This design comes from an exercise in tuning for small area and a short achievable clock period on the open sky130 flow, not from production work. Where RTL was checked, it was by simulation tests only, not by an equivalence proof against the original. Function not checked in run 1: the RTL went through the layout flow alone. No activity file was given, so power comes from the tool's default toggle rates.

==> design.v <==
module Top_module(
    First_Num,
    Second_Num,
    Target_Num,
    Clock,
    Reset,
    Result
    );
	input [31:0] First_Num;
	input [31:0] Second_Num;
	input [31:0] Target_Num;
	input Clock, Reset;
	output reg [1:0] Result;
	wire [31:0] m1 = ~(First_Num ^ Target_Num);  
	wire [31:0] x2 = Second_Num ^ Target_Num;     
	wire hit1 = &m1;
	wire hit2 = ~|x2;
	reg st_0_0;
	reg st_0_1;
	reg st_1_0;
	reg st_1_1;
	reg st_1_2;
	reg st_1_3;
	reg st_2_0;
	reg st_2_1;
	reg st_2_2;
	reg st_2_3;
	reg st_2_4;
	reg st_3_0;
	reg st_3_1;
	reg st_3_2;
	reg st_3_3;
	reg st_3_4;
	reg st_4_0;
	reg st_4_1;
	reg st_4_2;
	reg st_5_0;
	reg st_6_0;
	reg st_7_0;
	reg st_8_0;
	reg st_9_0;
	wire n1, n2;
	csa_fa u_n1 (.a(st_0_0), .b(st_0_1), .c(m1[0]), .s(n1), .co(n2));
	wire n3, n4;
	csa_fa u_n3 (.a(m1[10]), .b(m1[11]), .c(m1[12]), .s(n3), .co(n4));
	wire n5, n6;
	csa_fa u_n5 (.a(m1[13]), .b(m1[14]), .c(m1[15]), .s(n5), .co(n6));
	wire n7, n8;
	csa_fa u_n7 (.a(m1[16]), .b(m1[17]), .c(m1[18]), .s(n7), .co(n8));
	wire n9, n10;
	csa_fa u_n9 (.a(m1[19]), .b(m1[1]), .c(m1[20]), .s(n9), .co(n10));
	wire n11, n12;
	csa_fa u_n11 (.a(m1[21]), .b(m1[22]), .c(m1[23]), .s(n11), .co(n12));
	wire n13, n14;
	csa_fa u_n13 (.a(m1[24]), .b(m1[25]), .c(m1[26]), .s(n13), .co(n14));
	wire n15, n16;
	csa_fa u_n15 (.a(m1[27]), .b(m1[28]), .c(m1[29]), .s(n15), .co(n16));
	wire n17, n18;
	csa_fa u_n17 (.a(m1[2]), .b(m1[30]), .c(m1[31]), .s(n17), .co(n18));
	wire n19, n20;
	csa_fa u_n19 (.a(m1[3]), .b(m1[4]), .c(m1[5]), .s(n19), .co(n20));
	wire n21, n22;
	csa_fa u_n21 (.a(m1[6]), .b(m1[7]), .c(m1[8]), .s(n21), .co(n22));
	wire n23, n24;
	csa_fa u_n23 (.a(m1[9]), .b(x2[0]), .c(x2[10]), .s(n23), .co(n24));
	wire n25, n26;
	csa_fa u_n25 (.a(x2[11]), .b(x2[12]), .c(x2[13]), .s(n25), .co(n26));
	wire n27, n28;
	csa_fa u_n27 (.a(x2[14]), .b(x2[15]), .c(x2[16]), .s(n27), .co(n28));
	wire n29, n30;
	csa_fa u_n29 (.a(x2[17]), .b(x2[18]), .c(x2[19]), .s(n29), .co(n30));
	wire n31, n32;
	csa_fa u_n31 (.a(x2[1]), .b(x2[20]), .c(x2[21]), .s(n31), .co(n32));
	wire n33, n34;
	csa_fa u_n33 (.a(x2[22]), .b(x2[23]), .c(x2[24]), .s(n33), .co(n34));
	wire n35, n36;
	csa_fa u_n35 (.a(x2[25]), .b(x2[26]), .c(x2[27]), .s(n35), .co(n36));
	wire n37, n38;
	csa_fa u_n37 (.a(x2[28]), .b(x2[29]), .c(x2[2]), .s(n37), .co(n38));
	wire n39, n40;
	csa_fa u_n39 (.a(x2[30]), .b(x2[31]), .c(x2[3]), .s(n39), .co(n40));
	wire n41, n42;
	csa_fa u_n41 (.a(x2[4]), .b(x2[5]), .c(x2[6]), .s(n41), .co(n42));
	wire n43, n44;
	csa_fa u_n43 (.a(x2[7]), .b(x2[8]), .c(x2[9]), .s(n43), .co(n44));
	wire n45, n46;
	csa_fa u_n45 (.a(n1), .b(n11), .c(n13), .s(n45), .co(n46));
	wire n47, n48;
	csa_fa u_n47 (.a(n15), .b(n17), .c(n19), .s(n47), .co(n48));
	wire n49, n50;
	csa_fa u_n49 (.a(n21), .b(n23), .c(n25), .s(n49), .co(n50));
	wire n51, n52;
	csa_fa u_n51 (.a(n27), .b(n29), .c(n3), .s(n51), .co(n52));
	wire n53, n54;
	csa_fa u_n53 (.a(n31), .b(n33), .c(n35), .s(n53), .co(n54));
	wire n55, n56;
	csa_fa u_n55 (.a(n37), .b(n39), .c(n41), .s(n55), .co(n56));
	wire n57, n58;
	csa_fa u_n57 (.a(n43), .b(n5), .c(n7), .s(n57), .co(n58));
	wire n59, n60;
	csa_fa u_n59 (.a(n9), .b(n45), .c(n47), .s(n59), .co(n60));
	wire n61, n62;
	csa_fa u_n61 (.a(n49), .b(n51), .c(n53), .s(n61), .co(n62));
	wire n63, n64;
	csa_fa u_n63 (.a(n55), .b(n57), .c(n59), .s(n63), .co(n64));
	wire n65, n66;
	csa_fa u_n65 (.a(st_1_0), .b(st_1_1), .c(st_1_2), .s(n65), .co(n66));
	wire n67, n68;
	csa_fa u_n67 (.a(st_1_3), .b(n65), .c(n10), .s(n67), .co(n68));
	wire n69, n70;
	csa_fa u_n69 (.a(n12), .b(n14), .c(n16), .s(n69), .co(n70));
	wire n71, n72;
	csa_fa u_n71 (.a(n18), .b(n2), .c(n20), .s(n71), .co(n72));
	wire n73, n74;
	csa_fa u_n73 (.a(n22), .b(n24), .c(n26), .s(n73), .co(n74));
	wire n75, n76;
	csa_fa u_n75 (.a(n28), .b(n30), .c(n32), .s(n75), .co(n76));
	wire n77, n78;
	csa_fa u_n77 (.a(n34), .b(n36), .c(n38), .s(n77), .co(n78));
	wire n79, n80;
	csa_fa u_n79 (.a(n4), .b(n40), .c(n42), .s(n79), .co(n80));
	wire n81, n82;
	csa_fa u_n81 (.a(n44), .b(n6), .c(n8), .s(n81), .co(n82));
	wire n83, n84;
	csa_fa u_n83 (.a(n46), .b(n48), .c(n50), .s(n83), .co(n84));
	wire n85, n86;
	csa_fa u_n85 (.a(n52), .b(n54), .c(n56), .s(n85), .co(n86));
	wire n87, n88;
	csa_fa u_n87 (.a(n58), .b(n67), .c(n69), .s(n87), .co(n88));
	wire n89, n90;
	csa_fa u_n89 (.a(n71), .b(n73), .c(n75), .s(n89), .co(n90));
	wire n91, n92;
	csa_fa u_n91 (.a(n77), .b(n79), .c(n81), .s(n91), .co(n92));
	wire n93, n94;
	csa_fa u_n93 (.a(n60), .b(n62), .c(n83), .s(n93), .co(n94));
	wire n95, n96;
	csa_fa u_n95 (.a(n85), .b(n87), .c(n89), .s(n95), .co(n96));
	wire n97, n98;
	csa_fa u_n97 (.a(st_2_0), .b(st_2_1), .c(st_2_2), .s(n97), .co(n98));
	wire n99, n100;
	csa_fa u_n99 (.a(st_2_3), .b(st_2_4), .c(n66), .s(n99), .co(n100));
	wire n101, n102;
	csa_fa u_n101 (.a(n97), .b(n99), .c(n68), .s(n101), .co(n102));
	wire n103, n104;
	csa_fa u_n103 (.a(n70), .b(n72), .c(n74), .s(n103), .co(n104));
	wire n105, n106;
	csa_fa u_n105 (.a(n76), .b(n78), .c(n80), .s(n105), .co(n106));
	wire n107, n108;
	csa_fa u_n107 (.a(n82), .b(n101), .c(n103), .s(n107), .co(n108));
	wire n109, n110;
	csa_fa u_n109 (.a(n105), .b(n84), .c(n86), .s(n109), .co(n110));
	wire n111, n112;
	csa_fa u_n111 (.a(n88), .b(n90), .c(n92), .s(n111), .co(n112));
	wire n113, n114;
	csa_fa u_n113 (.a(st_3_0), .b(st_3_1), .c(st_3_2), .s(n113), .co(n114));
	wire n115, n116;
	csa_fa u_n115 (.a(st_3_3), .b(st_3_4), .c(n98), .s(n115), .co(n116));
	wire n117, n118;
	csa_fa u_n117 (.a(n113), .b(n100), .c(n115), .s(n117), .co(n118));
	wire n119, n120;
	csa_fa u_n119 (.a(n117), .b(n102), .c(n104), .s(n119), .co(n120));
	wire n121, n122;
	csa_fa u_n121 (.a(st_4_0), .b(st_4_1), .c(st_4_2), .s(n121), .co(n122));
	wire n123, n124;
	csa_fa u_n123 (.a(n114), .b(n121), .c(n116), .s(n123), .co(n124));
	wire n125, n126;
	csa_fa u_n125 (.a(st_5_0), .b(n122), .c(n124), .s(n125), .co(n126));
	wire n127 = st_6_0 ^ n126;
	wire n128 = st_6_0 & n126;
	wire n129 = st_7_0 ^ n128;
	wire n130 = st_7_0 & n128;
	wire n131 = st_8_0 ^ n130;
	wire n132 = st_8_0 & n130;
	wire n133 = st_9_0 ^ n132;
	wire q1, q1c;
	csa_fa u_q1 (.a(st_1_0), .b(st_1_1), .c(st_1_2), .s(q1), .co(q1c));
	wire q2, q2c;
	csa_fa u_q2 (.a(st_2_0), .b(st_2_1), .c(st_2_2), .s(q2), .co(q2c));
	wire q3, q3c;
	csa_fa u_q3 (.a(st_2_3), .b(st_2_4), .c(q1c), .s(q3), .co(q3c));
	wire q4, q4c;
	csa_fa u_q4 (.a(st_3_0), .b(st_3_1), .c(st_3_2), .s(q4), .co(q4c));
	wire q5, q5c;
	csa_fa u_q5 (.a(st_3_3), .b(st_3_4), .c(q2c), .s(q5), .co(q5c));
	wire q6, q6c;
	csa_fa u_q6 (.a(q4), .b(q3c), .c(q5), .s(q6), .co(q6c));
	wire q7, q7c;
	csa_fa u_q7 (.a(st_4_0), .b(st_4_1), .c(st_4_2), .s(q7), .co(q7c));
	wire q8, q8c;
	csa_fa u_q8 (.a(q4c), .b(q7), .c(q5c), .s(q8), .co(q8c));
	wire q9, q9c;
	csa_fa u_q9 (.a(st_5_0), .b(q7c), .c(q8c), .s(q9), .co(q9c));
	wire [9:0] tot = {st_9_0, st_8_0, st_7_0, st_6_0, q9, q6c, q6, q2, st_1_3, st_0_0} + {1'b0, 1'b0, 1'b0, q9c, 1'b0, q8, 1'b0, q3, q1, st_0_1};
	wire d_neg  = tot[9];
	wire d_zero = ~|tot;
	reg [3:0] cnt;
	always @(posedge Clock or posedge Reset) begin
		if (Reset) begin
			st_0_0 <= 1'b0;
			st_0_1 <= 1'b0;
			st_1_0 <= 1'b0;
			st_1_1 <= 1'b0;
			st_1_2 <= 1'b0;
			st_1_3 <= 1'b0;
			st_2_0 <= 1'b0;
			st_2_1 <= 1'b0;
			st_2_2 <= 1'b0;
			st_2_3 <= 1'b0;
			st_2_4 <= 1'b0;
			st_3_0 <= 1'b0;
			st_3_1 <= 1'b0;
			st_3_2 <= 1'b0;
			st_3_3 <= 1'b0;
			st_3_4 <= 1'b0;
			st_4_0 <= 1'b0;
			st_4_1 <= 1'b0;
			st_4_2 <= 1'b0;
			st_5_0 <= 1'b1;
			st_6_0 <= 1'b1;
			st_7_0 <= 1'b1;
			st_8_0 <= 1'b0;
			st_9_0 <= 1'b1;
		end else begin
			st_0_0 <= n61;
			st_0_1 <= n63;
			st_1_0 <= n64;
			st_1_1 <= n91;
			st_1_2 <= n93;
			st_1_3 <= n95;
			st_2_0 <= n107;
			st_2_1 <= n109;
			st_2_2 <= n111;
			st_2_3 <= n94;
			st_2_4 <= n96;
			st_3_0 <= n106;
			st_3_1 <= n108;
			st_3_2 <= n110;
			st_3_3 <= n112;
			st_3_4 <= n119;
			st_4_0 <= n118;
			st_4_1 <= n120;
			st_4_2 <= n123;
			st_5_0 <= n125;
			st_6_0 <= n127;
			st_7_0 <= n129;
			st_8_0 <= n131;
			st_9_0 <= n133;
		end
	end
	always @(posedge Clock or posedge Reset) begin
		if (Reset) begin
			Result <= 2'b00;
			cnt <= 4'd0;
		end else begin
			cnt <= cnt + 4'd1;
			if (Result == 2'b00) begin
				if (hit1 | hit2)
					Result <= {hit2, hit1};
				else if (cnt[3] & cnt[0])  
					Result <= {d_neg | d_zero, ~d_neg};
			end
		end
	end
endmodule
module csa_fa(a, b, c, s, co);
	input a, b, c;
	output s, co;
	assign s = a ^ b ^ c;
	assign co = (a & b) | (a & c) | (b & c);
endmodule
==> flow/run.sh <==
#!/bin/bash
# Standard ORFS layout (the standard.sh), except that the port buffers
# are the platform's smallest plain buffer instead of the delay buffer
# buffer_ports picks by default. Every port still gets its own buffer.
set -euo pipefail
bash standard.sh "BUFFER_PORTS_ARGS=-buffer_cell sky130_fd_sc_hd__buf_1" finish > standard_make.log 2>&1
==> standard.sh <==
#!/bin/bash
# synth_recipe.tcl (not shown) runs the flow's synth.tcl, then flattens the netlist and writes it again
# the make line also repeats each setting of config.mk as NAME=value (left out here)
make -C /OpenROAD-flow-scripts/flow DESIGN_CONFIG=/design/flow/config.mk WORK_HOME=/design/flow/orfs CLKGATE_MAP_FILE= SYNTH_SCRIPT=/design/flow/synth_recipe.tcl "${@:-finish}"
==> config.mk <==
export PLATFORM = sky130hd
export DESIGN_NAME = Top_module
export DESIGN_NICKNAME = Top_module
export VERILOG_FILES = /design/flow/design.v
export SDC_FILE = /design/flow/constraint.sdc
export NUM_CORES = 4
export LEC_CHECK = 0
export CAP_MARGIN = 20
export CORE_MARGIN = 2
export CORE_UTILIZATION = 40
export SLEW_MARGIN = 20
export SYNTH_HIERARCHICAL = 1
==> constraint.sdc <==
create_clock -name core_clock -period 10.0 [get_ports {Clock}]
set_input_delay 2.0000 -clock core_clock [delete_from_list [all_inputs] [get_ports {Clock}]]
set_output_delay 2.0000 -clock core_clock [all_outputs]
set_load 0.01 [all_outputs]
==> flow_summary_export.csv, run 1 <==
group,metric,value,unit
floorplanning,die_h,95.88,um
timing,timing.final.crit_share,43.54,%
floorplanning,start_util,41.10,%
worst_setup_path,worstPathCellList,"buf_1 -> xor2_1 -> fa_1 -> fa_1 -> fa_1 -> fa_1",
timing,skew,0.005342,ns
drt,first_iter_violations,75,
drt,final_antenna_net_count,0,
worst_hold_path,hp-class,"flip-flop to flip-flop",
worst_setup_path,worst_path_max_delay_cell,"fa_1",
timing,setup_violations,0,
cts,worstSkewPairLatency,0.28,ns
worst_setup_path,cp_max_fo,2,
placed_design,gp_congestion,0.8292,
worst_hold_path,hold_end,"cnt[3]",
worst_setup_path,endpoint_kind,"flip-flop",
final_layout,diodes,0,
yosys,synth.cell_area,3377,sq um
timing,timing.final.crit_period,4.354,ns
drt,routed_wl,7.609,mm
global_routing,grt_pass1_wl,12.23,mm
cts,cts_resized,0,
worst_setup_path,crit_family,"adder cells",
worst_setup_path,reg2reg_slack,6.26,ns
drt,wl_per_cell,16.26,um
worst_setup_path,path_buf_inv,1,
drt,drc_errors,0,
worst_setup_path,critPathRequiredTime,10.15,ns
drt,via_count,2346,
drt,detail_route.vias_per_cell,5.013,
global_routing,grt_pass1_vias,2466,
floorplanning,rows,33,
worst_setup_path,r2r_start,"st_2_0",
timing,fmax,229.7,MHz
yosys,yosysSeqAreaShare,22.38,%
floorplanning,core,8217,sq um
worst_hold_path,holdPathStages,1,
yosys,ys_ff_latch,30,
cts,ctsHoldBuffers,0,
cts,cts_buffer_depth,2,
final_layout,largest_register_ffs,4,
worst_setup_path,crit_arrival,4.50,ns
floorplanning,die_area,9193,sq um
final_layout,syn2layout_area_growth,19.16,%
final_layout,largest_register,"cnt",
power,powerDensity,398.1,nW/um^2
power,vdd_ir_drop_max,0.0001496,V
worst_hold_path,min_from,"cnt[3]",
yosys,syn_inst,255,
timing,rsz0062_at_grt,"false",
timing,tightest_slew,0.6116,ns
yosys,avgSynthCellArea,13.24,sq um
worst_setup_path,crit_top_cell,"fa_1",
final_layout,top_regs,"cnt (4), Result (2)",
global_routing,grt_max_degree,18,
floorplanning,io_pins,100,
worst_setup_path,start_kind,"input port",
timing,hold_viol_final,0,
placed_design,portBuffers,99,
cts,clk_pin_slew,0.06,ns
worst_setup_path,crit_type,"input port to flip-flop",
yosys,synthFlopType,"dfrtp_1",
worst_setup_path,worst-r2r-cell-count,10,
yosys,ys_types,35,
yosys,synth_nets,435,
final_layout,post-route-util,48.97,%
timing,slew_violations,0,
global_routing,grt_antenna_before_repair,0,
yosys,async_flop_share,100.0,%
yosys,synth_warnings,7,
worst_setup_path,cpPeakStageDelay,0.53,ns
global_routing,grt_overflow,0,
cts,htree_num_levels,2,
placed_design,hpwl,7.034,mm
timing,setup-tns-final,0,ns
floorplanning,die_w,95.88,um
final_layout,drive_above_1_share,4.132,%
cts,cts-buffers-inserted,5,
timing,slew_headroom,59.18,%
yosys,synth_edf_count,0,
cts,cts_root_buffer,"clkbuf_8",
job,drv_cap,0,
worst_setup_path,r2r_end,"Result[1]",
final_layout,fillers,734,
final_layout,fin_nets,542,
power,p_leak,1.515,nW
status,status,"complete, no violations",
global_routing,track_usage,17.77,%
cts,cts.sinks,30,
cts,post-cts-setup-buffers,0,
drt,firstDrtPassIters,4,
cts,cts_tree,"done",
-- layout by cell type (no fill, tap or decap) --
cell type,count
buf_1,99
fa_1,73
xnor2_1,34
xor2_1,34
dfrtp_1,26
nand4_1,11
inv_1,9
ha_1,9
nand2_1,8
nor4_1,8
clkbuf_8,6
nor2_1,4
nor2b_1,4
dfstp_2,4
a21oi_1,3
nor3_1,2
nor4_2,2
a211oi_1,2
a21o_1,2
o21ai_0,2
a31oi_1,2
nand3_1,1
a211o_1,1
o211a_1,1
and2_1,1
or3_1,1
nor3b_1,1
a221oi_1,1
o221ai_1,1
o31a_1,1
o21ai_1,1
o211ai_1,1
o2111ai_1,1
o21bai_1,1
a31o_2,1
a221o_1,1
a31o_1,1
clkbuf_1,1
bufinv_16,1
buf_16,1
-- worst register-to-register path: cells and delay by family (launching register included) --
kind	cells	cell delay [ns]
adders and majority gates	5	2.05
DFF	1	0.41
and+or+nand+nor	1	0.11
AOI/OAI and AO/OA	4	1.06
-- power breakdown --
group | total (W) | internal, W | switching (W)
sequential | 0.000261 | 0.000205 | 0.0000559
combinational | 0.00122 | 0.000554 | 0.000663
clock | 0.000124 | 0.0000811 | 0.0000432
total | 0.00160 | 0.000840 | 0.000762
-- synth_stat cells (all sizes together), types with 2 or more instances --
| library cell | instances | area (sq um) |
|---|---|---|
| fa | 73 | 1461 |
| nor3 | 2 | 10.01 |
| ha | 9 | 112.6 |
| inv | 9 | 33.78 |
| nand2 | 8 | 30.03 |
| nor4 | 10 | 75.07 |
| dfstp | 4 | 105.1 |
| a31oi | 2 | 12.51 |
| nand4 | 11 | 68.82 |
| a21o | 2 | 15.01 |
| dfrtp | 26 | 650.6 |
| a31o | 2 | 17.52 |
| xor2 | 34 | 297.8 |
| nor2 | 4 | 15.01 |
| a211oi | 2 | 15.01 |
| o21ai | 3 | 15.01 |
| nor2b | 4 | 25.02 |
| a21oi | 3 | 15.01 |
| xnor2 | 34 | 297.8 |
-- area by class of cell --
class | count | area [sq um] | area share [%]
multi-input combinational | 216 | 2587 | 64.30
sequential | 30 | 755.7 | 18.78
timing repair buffer | 100 | 399.1 | 9.919
tap | 105 | 131.4 | 3.265
clock buffer | 7 | 86.33 | 2.146
inverter | 9 | 33.78 | 0.8396
clock inverter | 1 | 30.03 | 0.7463
-- how the worst max path moves through the flow --
| stage | from | end | cells after the start |
|---|---|---|---|
| global route | Target_Num[17] | st_1_3 | 6 |
| floorplan | Target_Num[15] | st_1_3 | 5 |
| detailed placement | Target_Num[17] | st_1_3 | 6 |
| global placement | Target_Num[17] | st_1_3 | 6 |
| CTS | Target_Num[17] | st_1_3 | 6 |
| finish | Target_Num[17] | st_1_3 | 6 |
-- modules after synthesis, one instance, submodules excluded --
module	copies in the design	area, sq um	cells
Top_module	1	1936	183
csa_fa	72	20.02	1
-- metrics by stage --
stage	cells	area [sq um]	worst slack [ns]	hold slack, ns	total power, W
floorplan	255	3377	5.753	0.4419	0.001148
global placement	459	3880	5.387	0.4597	0.001401
detailed placement	460	3908	5.351	0.4633	0.001484
CTS	468	4024	5.649	0.4764	0.001615
global route	468	4024	5.551	0.4867	0.001808
finish	468	4024	5.646	0.4732	0.001602
-- metal layers --
| metal | track usage [%] | vias to the layer above | part of all wire (%) |
|---|---|---|---|
| met4 | 3.571 | 0 | 0.63 |
| li1 | - | 1079 | - |
| met2 | 29.90 | 65 | 52 |
| met1 | 25.70 | 1197 | 44 |
| met5 | 0 | - | 0 |
| met3 | 1.253 | 5 | 3.3 |
-- logic make-up after synthesis --
group	count (synthesis)	share of synthesized area [%]
xor gates and xnor gates	68	17.64
AOI/OAI and AO/OA	23	5.002
DFF	30	22.38
buffers and inverters	9	1.000
and+or+nand+nor	43	7.373
adders and majority gates	82	46.61
==> run 2, diff against run 1 <==
--- a/design.v
+++ b/design.v
@@ -34,5 +34,4 @@
 	reg st_4_0;
 	reg st_4_1;
-	reg st_4_2;
 	reg st_5_0;
 	reg st_6_0;
@@ -161,7 +160,7 @@
 	csa_fa u_n119 (.a(n117), .b(n102), .c(n104), .s(n119), .co(n120));
 	wire n121, n122;
-	csa_fa u_n121 (.a(st_4_0), .b(st_4_1), .c(st_4_2), .s(n121), .co(n122));
+	csa_fa u_n121 (.a(st_4_0), .b(st_4_1), .c(n114), .s(n121), .co(n122));
 	wire n123, n124;
-	csa_fa u_n123 (.a(n114), .b(n121), .c(n116), .s(n123), .co(n124));
+	csa_fa u_n123 (.a(n116), .b(n121), .c(n118), .s(n123), .co(n124));
 	wire n125, n126;
 	csa_fa u_n125 (.a(st_5_0), .b(n122), .c(n124), .s(n125), .co(n126));
@@ -186,10 +185,10 @@
 	csa_fa u_q6 (.a(q4), .b(q3c), .c(q5), .s(q6), .co(q6c));
 	wire q7, q7c;
-	csa_fa u_q7 (.a(st_4_0), .b(st_4_1), .c(st_4_2), .s(q7), .co(q7c));
+	csa_fa u_q7 (.a(st_4_0), .b(st_4_1), .c(q4c), .s(q7), .co(q7c));
 	wire q8, q8c;
-	csa_fa u_q8 (.a(q4c), .b(q7), .c(q5c), .s(q8), .co(q8c));
+	csa_fa u_q8 (.a(q5c), .b(q7), .c(q6c), .s(q8), .co(q8c));
 	wire q9, q9c;
 	csa_fa u_q9 (.a(st_5_0), .b(q7c), .c(q8c), .s(q9), .co(q9c));
-	wire [9:0] tot = {st_9_0, st_8_0, st_7_0, st_6_0, q9, q6c, q6, q2, st_1_3, st_0_0} + {1'b0, 1'b0, 1'b0, q9c, 1'b0, q8, 1'b0, q3, q1, st_0_1};
+	wire [9:0] tot = {st_9_0, st_8_0, st_7_0, st_6_0, q9, q8, q6, q2, st_1_3, st_0_0} + {1'b0, 1'b0, 1'b0, q9c, 1'b0, 1'b0, 1'b0, q3, q1, st_0_1};
 	wire d_neg  = tot[9];
 	wire d_zero = ~|tot;
@@ -215,5 +214,4 @@
 			st_4_0 <= 1'b0;
 			st_4_1 <= 1'b0;
-			st_4_2 <= 1'b0;
 			st_5_0 <= 1'b1;
 			st_6_0 <= 1'b1;
@@ -238,7 +236,6 @@
 			st_3_3 <= n112;
 			st_3_4 <= n119;
-			st_4_0 <= n118;
-			st_4_1 <= n120;
-			st_4_2 <= n123;
+			st_4_0 <= n120;
+			st_4_1 <= n123;
 			st_5_0 <= n125;
 			st_6_0 <= n127;
==> flow/run.sh (replaced) <==
#!/bin/bash
# Standard ORFS layout (the standard.sh), except that:
# - the port buffers are the platform's smallest plain buffer instead of the
#   delay buffer buffer_ports picks by default (every port still gets one);
# - clock tree synthesis uses small clock buffers and adds no dummy loads.
set -euo pipefail
bash standard.sh \
  "BUFFER_PORTS_ARGS=-buffer_cell sky130_fd_sc_hd__buf_1" \
  "CTS_ARGS=-sink_clustering_enable -repair_clock_nets -dont_use_dummy_load -buf_list {sky130_fd_sc_hd__clkbuf_4 sky130_fd_sc_hd__clkbuf_8}" \
  finish > standard_make.log 2>&1
--- a/config.mk
+++ b/config.mk
@@ -8,5 +8,6 @@
 export CAP_MARGIN = 20
 export CORE_MARGIN = 2
-export CORE_UTILIZATION = 40
+export CORE_UTILIZATION = 70
+export PLACE_DENSITY = 0.8
 export SLEW_MARGIN = 20
 export SYNTH_HIERARCHICAL = 1
==> flow_summary_export.csv, run 2 <==
group,metric,value,unit
final_layout,largest_register_ffs,4,
yosys,ys_ff_latch,29,
drt,via_count,2255,
final_layout,drive_above_1_share,4.438,%
final_layout,final_area,3767,sq um
final_layout,top_regs,"cnt (4), Result (2)",
worst_setup_path,worstPathCellList,"buf_1 -> xor2_1 -> fa_1 -> fa_1 -> fa_1 -> fa_1",
cts,cts_root_buffer,"clkbuf_8",
placed_design,dp_cells,385,
global_routing,grt_pass1_vias,2501,
yosys,synth_warnings,7,
yosys,synth_nets,413,
global_routing,grt_antenna_before_repair,0,
floorplanning,core,4414,sq um
yosys,synthFlopType,"dfrtp_1",
drt,firstDrtPassIters,4,
drt,first_iter_violations,88,
worst_setup_path,cpPeakStageDelay,0.51,ns
final_layout,layout_common_cells,"99 x buf_1, 73 x fa_1, 35 x xor2_1, 34 x xnor2_1, 25 x dfrtp_1",
final_layout,mostFrequentLayoutCell,"buf_1",
placed_design,portBuffers,99,
power,powerDensity,372.2,nW/um^2
global_routing,track_usage,31.53,%
drt,detail_route.vias_per_cell,5.782,
worst_setup_path,cp_max_fo,2,
floorplanning,die_w,72.26,um
final_layout,final_cells,390,
yosys,async_flop_share,100.0,%
drt,drc_errors,0,
cts,post-cts-setup-buffers,0,
final_layout,syn2layout_area_growth,15.50,%
global_routing,grt_max_degree,30,
final_layout,diodes,0,
floorplanning,die_h,72.26,um
worst_setup_path,crit_top_cell,"fa_1",
cts,worstSkewPairLatency,0.28,ns
global_routing,grt_pass1_wl,11.89,mm
yosys,avgSynthCellArea,13.94,sq um
yosys,synth.cell_area,3262,sq um
power,vdd_ir_drop_max,0.0004648,V
worst_setup_path,worst_path_max_delay_cell,"fa_1",
drt,routed_wl,7.364,mm
placed_design,hpwl,6.665,mm
yosys,synth_top_area_cell,"fa_1",
yosys,synth_edf_count,0,
worst_hold_path,hp-class,"flip-flop to flip-flop",
worst_setup_path,endpoint_kind,"flip-flop",
timing,fmax,233.6,MHz
yosys,yosysSeqAreaShare,22.40,%
timing,skew,0.01485,ns
cts,cts_buffer_depth,2,
worst_setup_path,start_kind,"input port",
floorplanning,io_pins,100,
timing,timing.final.crit_period,4.280,ns
cts,cts-buffers-inserted,5,
timing,timing.final.crit_share,42.80,%
global_routing,grt_overflow,0,
worst_setup_path,crit_type,"input port to flip-flop",
yosys,ys_types,33,
cts,cts_tree,"done",
status,status,"complete, no violations",
placed_design,gp_congestion,0.8961,
final_layout,fin_nets,519,
placed_design,place_ws,5.437,ns
drt,final_antenna_net_count,0,
timing,slew_violations,0,
worst_setup_path,crit_arrival,4.42,ns
timing,setup-tns-final,0,ns
yosys,yosys.cell_count.top_type,"fa_1",
worst_setup_path,path_buf_inv,1,
floorplanning,die_area,5222,sq um
timing,hold_viol_final,0,
power,p_leak,1.406,nW
yosys,syn_inst,234,
yosys,synth_area_leaders,"fa_1 45%, dfrtp_1 19%, xor2_1 9.4%, xnor2_1 9.1%, dfstp_2 3.2%",
yosys,synth_top_area_share,44.80,%
timing,setup_violations,0,
cts,cts_resized,0,
worst_setup_path,crit_family,"adder cells",
drt,wl_per_cell,18.88,um
timing,rsz0062_at_grt,"false",
timing,fin_ws,5.720,ns
placed_design,placed_cell_area,3699,sq um
timing,slew_headroom,59.92,%
final_layout,largest_register,"cnt",
cts,cts.sinks,29,
timing,tightest_slew,0.6004,ns
cts,htree_num_levels,2,
worst_setup_path,critPathRequiredTime,10.14,ns
floorplanning,rows,24,
yosys,synthTopCellsByCount,"73 x fa_1, 35 x xor2_1, 34 x xnor2_1",
timing,whs,0.4789,ns
cts,ctsHoldBuffers,0,
floorplanning,start_util,73.89,%
cts,clk_pin_slew,0.06,ns
job,drv_cap,0,
[run 2: cell count changes after synthesis, moves of 2 or more]
cell     before  now
nand2_1       8    4
inv_1         9    6
a21o_1        2    0
a21oi_1       3    1
and4_1        0    2
nand4_1      11    9
nor2_1        4    2
nor2b_1       4    2
nor4_2        2    0
or4_1         0    2
[run 2: logic make-up after synthesis]
kind of cell	after synthesis	synth area share (%)
adders and majority gates	81	47.87
muxes	1	0.3069
AOI/OAI and AO/OA	10	2.839
DFF	29	22.40
buffers and inverters	6	0.6904
and+or+nand+nor	38	7.365
xor gates and xnor gates	69	18.53
[run 2: per-stage QoR]
| step | util [%] | total power, W |
|---|---|---|
| finish | 85.35 | 0.001402 |
| global route | 85.35 | 0.001565 |
| CTS | 85.35 | 0.001424 |
| detailed placement | 83.79 | 0.001310 |
| global placement | 83.79 | 0.001226 |
| floorplan | - | 0.001016 |
[run 2: worst paths after layout]
kind / start / endpoint / slack [ns] / cells past startpoint
max: Target_Num[10] / st_1_2 / 5.72 / 6
min: cnt[0] / cnt[0] / 0.48 / 1
max reg2reg: st_2_0 / Result[1] / 5.89 / 11
min reg2reg: cnt[0] / cnt[0] / 0.48 / 1
max in group asynchronous: Reset / st_1_2 / 7.82 / 2
min in group asynchronous: Reset / cnt[3] / 1.76 / 2
[run 2: worst reg2reg max path, cell delays in order, from the launching register on]
cell and delay [ns]:
dfrtp_1 0.42, fa_1 0.45, fa_1 0.45, fa_1 0.39
fa_1 0.39, fa_1 0.38, ha_1 0.23, or3_1 0.34
a2111oi_2 0.30, mux2i_1 0.14, o31a_1 0.33, o41ai_2 0.19
[run 2: layout make-up]
class / count / area (sq um)
Multi-Input combinational cell: 199 / 2509
Sequential cell: 29 / 730.7
Fill cell: 227 / 646.9
Timing Repair Buffer: 99 / 371.6
Clock buffer: 5 / 68.82
Tap cell: 52 / 65.06
Inverter: 6 / 22.52
[run 2: report_power, final]
| group | switching, W | internal (W) |
|---|---|---|
| clock network | 0.0000383 | 0.0000444 |
| registers | 0.0000569 | 0.000200 |
| logic | 0.000554 | 0.000509 |
| total | 0.000649 | 0.000753 |
[run 2: modules after synthesis (local to each module, per instance)]
| module | cells | flops+latches | times used |
|---|---|---|---|
| csa_fa | 1 | 0 | 72 |
| Top_module | 162 | 29 | 1 |
[run 2: metal layers]
| metal | vias to the layer above | wire [um] | part of all wire (%) | global-route usage (%) |
|---|---|---|---|---|
| met1 | 1118 | 2748 | 37 | 41.79 |
| met3 | 23 | 660 | 9.0 | 8.750 |
| met5 | - | 0 | 0 | 0 |
| met4 | 0 | 165 | 2.2 | 10.48 |
| li1 | 996 | - | - | - |
| met2 | 118 | 3789 | 51 | 51.27 |
==> run 3, diff against run 2 <==
--- a/config.mk
+++ b/config.mk
@@ -8,6 +8,5 @@
 export CAP_MARGIN = 20
 export CORE_MARGIN = 2
-export CORE_UTILIZATION = 70
-export PLACE_DENSITY = 0.8
+export CORE_UTILIZATION = 40
 export SLEW_MARGIN = 20
 export SYNTH_HIERARCHICAL = 1
==> flow_summary_export.csv, run 3 <==
group,metric,value,unit
global_routing,grt_pass1_wl,11.19,mm
worst_setup_path,crit_type,"input port to flip-flop",
worst_setup_path,critPathRequiredTime,10.20,ns
power,p_leak,1.412,nW
timing,setup-tns-final,0,ns
final_layout,top_regs,"cnt (4), Result (2)",
yosys,synth_top_area_cell,"fa_1",
placed_design,dp_cells,436,
timing,setup_violations,0,
power,vdd_ir_drop_max,0.0001465,V
final_layout,ff_latch_area,730.7,sq um
drt,final_antenna_net_count,0,
drt,via_count,2159,
floorplanning,die_area,8893,sq um
yosys,synth_top_area_share,44.80,%
yosys,ys_types,33,
yosys,async_flop_share,100.0,%
drt,detail_route.vias_per_cell,4.896,
floorplanning,rows,32,
placed_design,portBuffers,99,
cts,cts-buffers-inserted,5,
floorplanning,io_pins,100,
yosys,ys_ff_latch,29,
drt,first_iter_violations,61,
placed_design,hpwl,6.508,mm
global_routing,grt_overflow,0,
final_layout,diodes,0,
yosys,synth.cell_area,3262,sq um
final_layout,fillers,725,
worst_setup_path,cp_max_fo,2,
status,status,"complete, no violations",
global_routing,track_usage,16.81,%
timing,fmax,234.6,MHz
final_layout,multiInputGateArea,2509,sq um
cts,cts_tree,"done",
yosys,yosysSeqAreaShare,22.40,%
global_routing,grt_pass1_vias,2355,
final_layout,final_cells,441,
cts,post-cts-setup-buffers,0,
timing,timing.final.crit_period,4.263,ns
cts,cts_buffer_depth,2,
worst_setup_path,endpoint_kind,"flip-flop",
yosys,syn_inst,234,
floorplanning,core,7807,sq um
timing,slew_violations,0,
worst_setup_path,crit_arrival,4.46,ns
drt,wl_per_cell,15.54,um
floorplanning,die_w,94.31,um
timing,slew_headroom,67.18,%
cts,clk_pin_slew,0.05,ns
floorplanning,die_h,94.31,um
yosys,synth_warnings,7,
timing,hold_viol_final,0,
floorplanning,start_util,41.78,%
final_layout,fin_nets,520,
timing,rsz0062_at_grt,"false",
cts,worstSkewPairLatency,0.28,ns
final_layout,mostFrequentLayoutCell,"buf_1",
worst_setup_path,start_kind,"input port",
final_layout,largest_register,"cnt",
timing,skew,0.01857,ns
cts,htree_num_levels,2,
yosys,synthFlopType,"dfrtp_1",
cts,cts.sinks,29,
global_routing,grt_max_degree,30,
global_routing,grt_antenna_before_repair,0,
yosys,avgSynthCellArea,13.94,sq um
drt,routed_wl,6.854,mm
yosys,yosys.cell_count.top_type,"fa_1",
final_layout,final_area,3837,sq um
power,powerDensity,347.5,nW/um^2
final_layout,syn2layout_area_growth,17.64,%
yosys,synth_area_leaders,"fa_1 45%, dfrtp_1 19%, xor2_1 9.4%, xnor2_1 9.1%, dfstp_2 3.2%",
final_layout,drive_above_1_share,4.425,%
cts,cts_resized,0,
yosys,synthTopCellsByCount,"73 x fa_1, 35 x xor2_1, 34 x xnor2_1",
job,drv_cap,0,
timing,tightest_slew,0.4888,ns
cts,ctsHoldBuffers,0,
drt,firstDrtPassIters,4,
drt,drc_errors,0,
yosys,synth_edf_count,0,
placed_design,gp_congestion,0.8712,
yosys,synth_nets,413,
timing,timing.final.crit_share,42.63,%
final_layout,largest_register_ffs,4,
worst_hold_path,hp-class,"flip-flop to flip-flop",
placed_design,placed_cell_area,3769,sq um
final_layout,layout_common_cells,"99 x buf_1, 73 x fa_1, 35 x xor2_1, 34 x xnor2_1, 25 x dfrtp_1",
cts,cts_root_buffer,"clkbuf_8",
power,finalPower,0.001333,W
[run 3: cell counts after synthesis]
No cell type changed its count.
[run 3: area by class of cell]
cell class / count / area share, %
inverters: 6 / 0.5869
repair buffers: 100 / 9.879
well taps: 102 / 3.326
flip-flops and latches: 29 / 19.04
multi-input cells: 199 / 65.37
clock buffers: 5 / 1.793
[run 3: worst paths after layout]
check,from,to,slack [ns],cells after the start
worst max-delay path,Target_Num[15],st_1_3,5.74,6
worst min-delay path,cnt[2],cnt[2],0.47,1
worst max register to register,st_2_0,Result[1],5.83,11
worst min register to register,cnt[2],cnt[2],0.47,1
max in group asynchronous,Reset,st_7_0,7.94,3
min in group asynchronous,Reset,st_3_1,1.75,3
[run 3: per-module statistics from Yosys (local to each module, per instance)]
module	area (sq um)	flops+latches
csa_fa	20.02	0
Top_module	1820	29
[run 3: power by group]
part	leakage, nW	total [W]	switching, W	internal, W
clock network	0.0359	0.0000815	0.0000370	0.0000445
registers	0.338	0.000254	0.0000539	0.000200
logic	1.04	0.000998	0.000514	0.000484
[run 3: logic make-up (layout without fill, tap and decap cells)]
logic type / count (synthesis) / after routing / share of synthesized area, %
AOI/OAI and AO/OA: 10 / 10 / 2.839
xor gates and xnor gates: 69 / 69 / 18.53
adders and majority gates: 81 / 81 / 47.87
buffers and inverters: 6 / 111 / 0.6904
DFF: 29 / 29 / 22.40
muxes: 1 / 1 / 0.3069
and+or+nand+nor: 38 / 38 / 7.365
[run 3: through the flow]
step	utilization (%)	hold slack (ns)	setup slack, ns
after global placement	48.27	0.4564	5.440
final	49.15	0.4721	5.737
after global routing	49.15	0.4962	5.616
after CTS	49.15	0.4771	5.715
after detailed placement	48.27	0.4644	5.428
after floorplan	-	0.4391	5.753
[run 3: worst max-delay path, cell delays in order]
cell,delay (ns)
buf_1,0.12
xor2_1,0.29
fa_1,0.52
fa_1,0.47
fa_1,0.51
fa_1,0.54
[run 3: per-layer routing]
layer	GRT usage [%]	vias up	part of all wire, %	wire (um)
met5	0	-	0	0
met1	23.20	1081	43	2962
met2	27.38	73	51	3464
met4	5.314	0	1.5	105
met3	2.809	8	4.7	322
li1	-	997	-	-

[separate check: timing with driven ports]
Ports are ideal in the flow. The routed layouts listed here were re-timed in OpenROAD. Step 1 sets driving cells, clkbuf_16 on the clock port and buf_2 on the other inputs (assumed; they add their load-dependent delay and slew). Step 2 also shifts input and output timing later by t, the mid clock arrival at the registers, as if the neighbouring blocks saw the same clock. a / b / c = no drivers / after step 1 / after step 2; a / b = the first two.
| run | t, ns | slack for setup (ns) | hold WS [ns] | worst data-port slew with drivers (ns) | pins driven straight from the clock port |
|---|---|---|---|---|---|
| run 1 | 0.298 | 5.646 / 5.646 / 5.348 | 0.473 / 0.473 / 0.473 | 0.04 | 1 |
| run 2 | 0.296 | 5.720 / 5.717 / 5.421 | 0.479 / 0.479 / 0.479 | 0.05 | 1 |
| run 3 | 0.297 | 5.737 / 5.745 / 5.448 | 0.472 / 0.472 / 0.472 | 0.03 | 1 |
After both steps setup and hold are still met in every run listed. For run 2, which loses most, drivers alone change the setup slack by -0.003 ns; drivers and shift together by -0.299 ns.
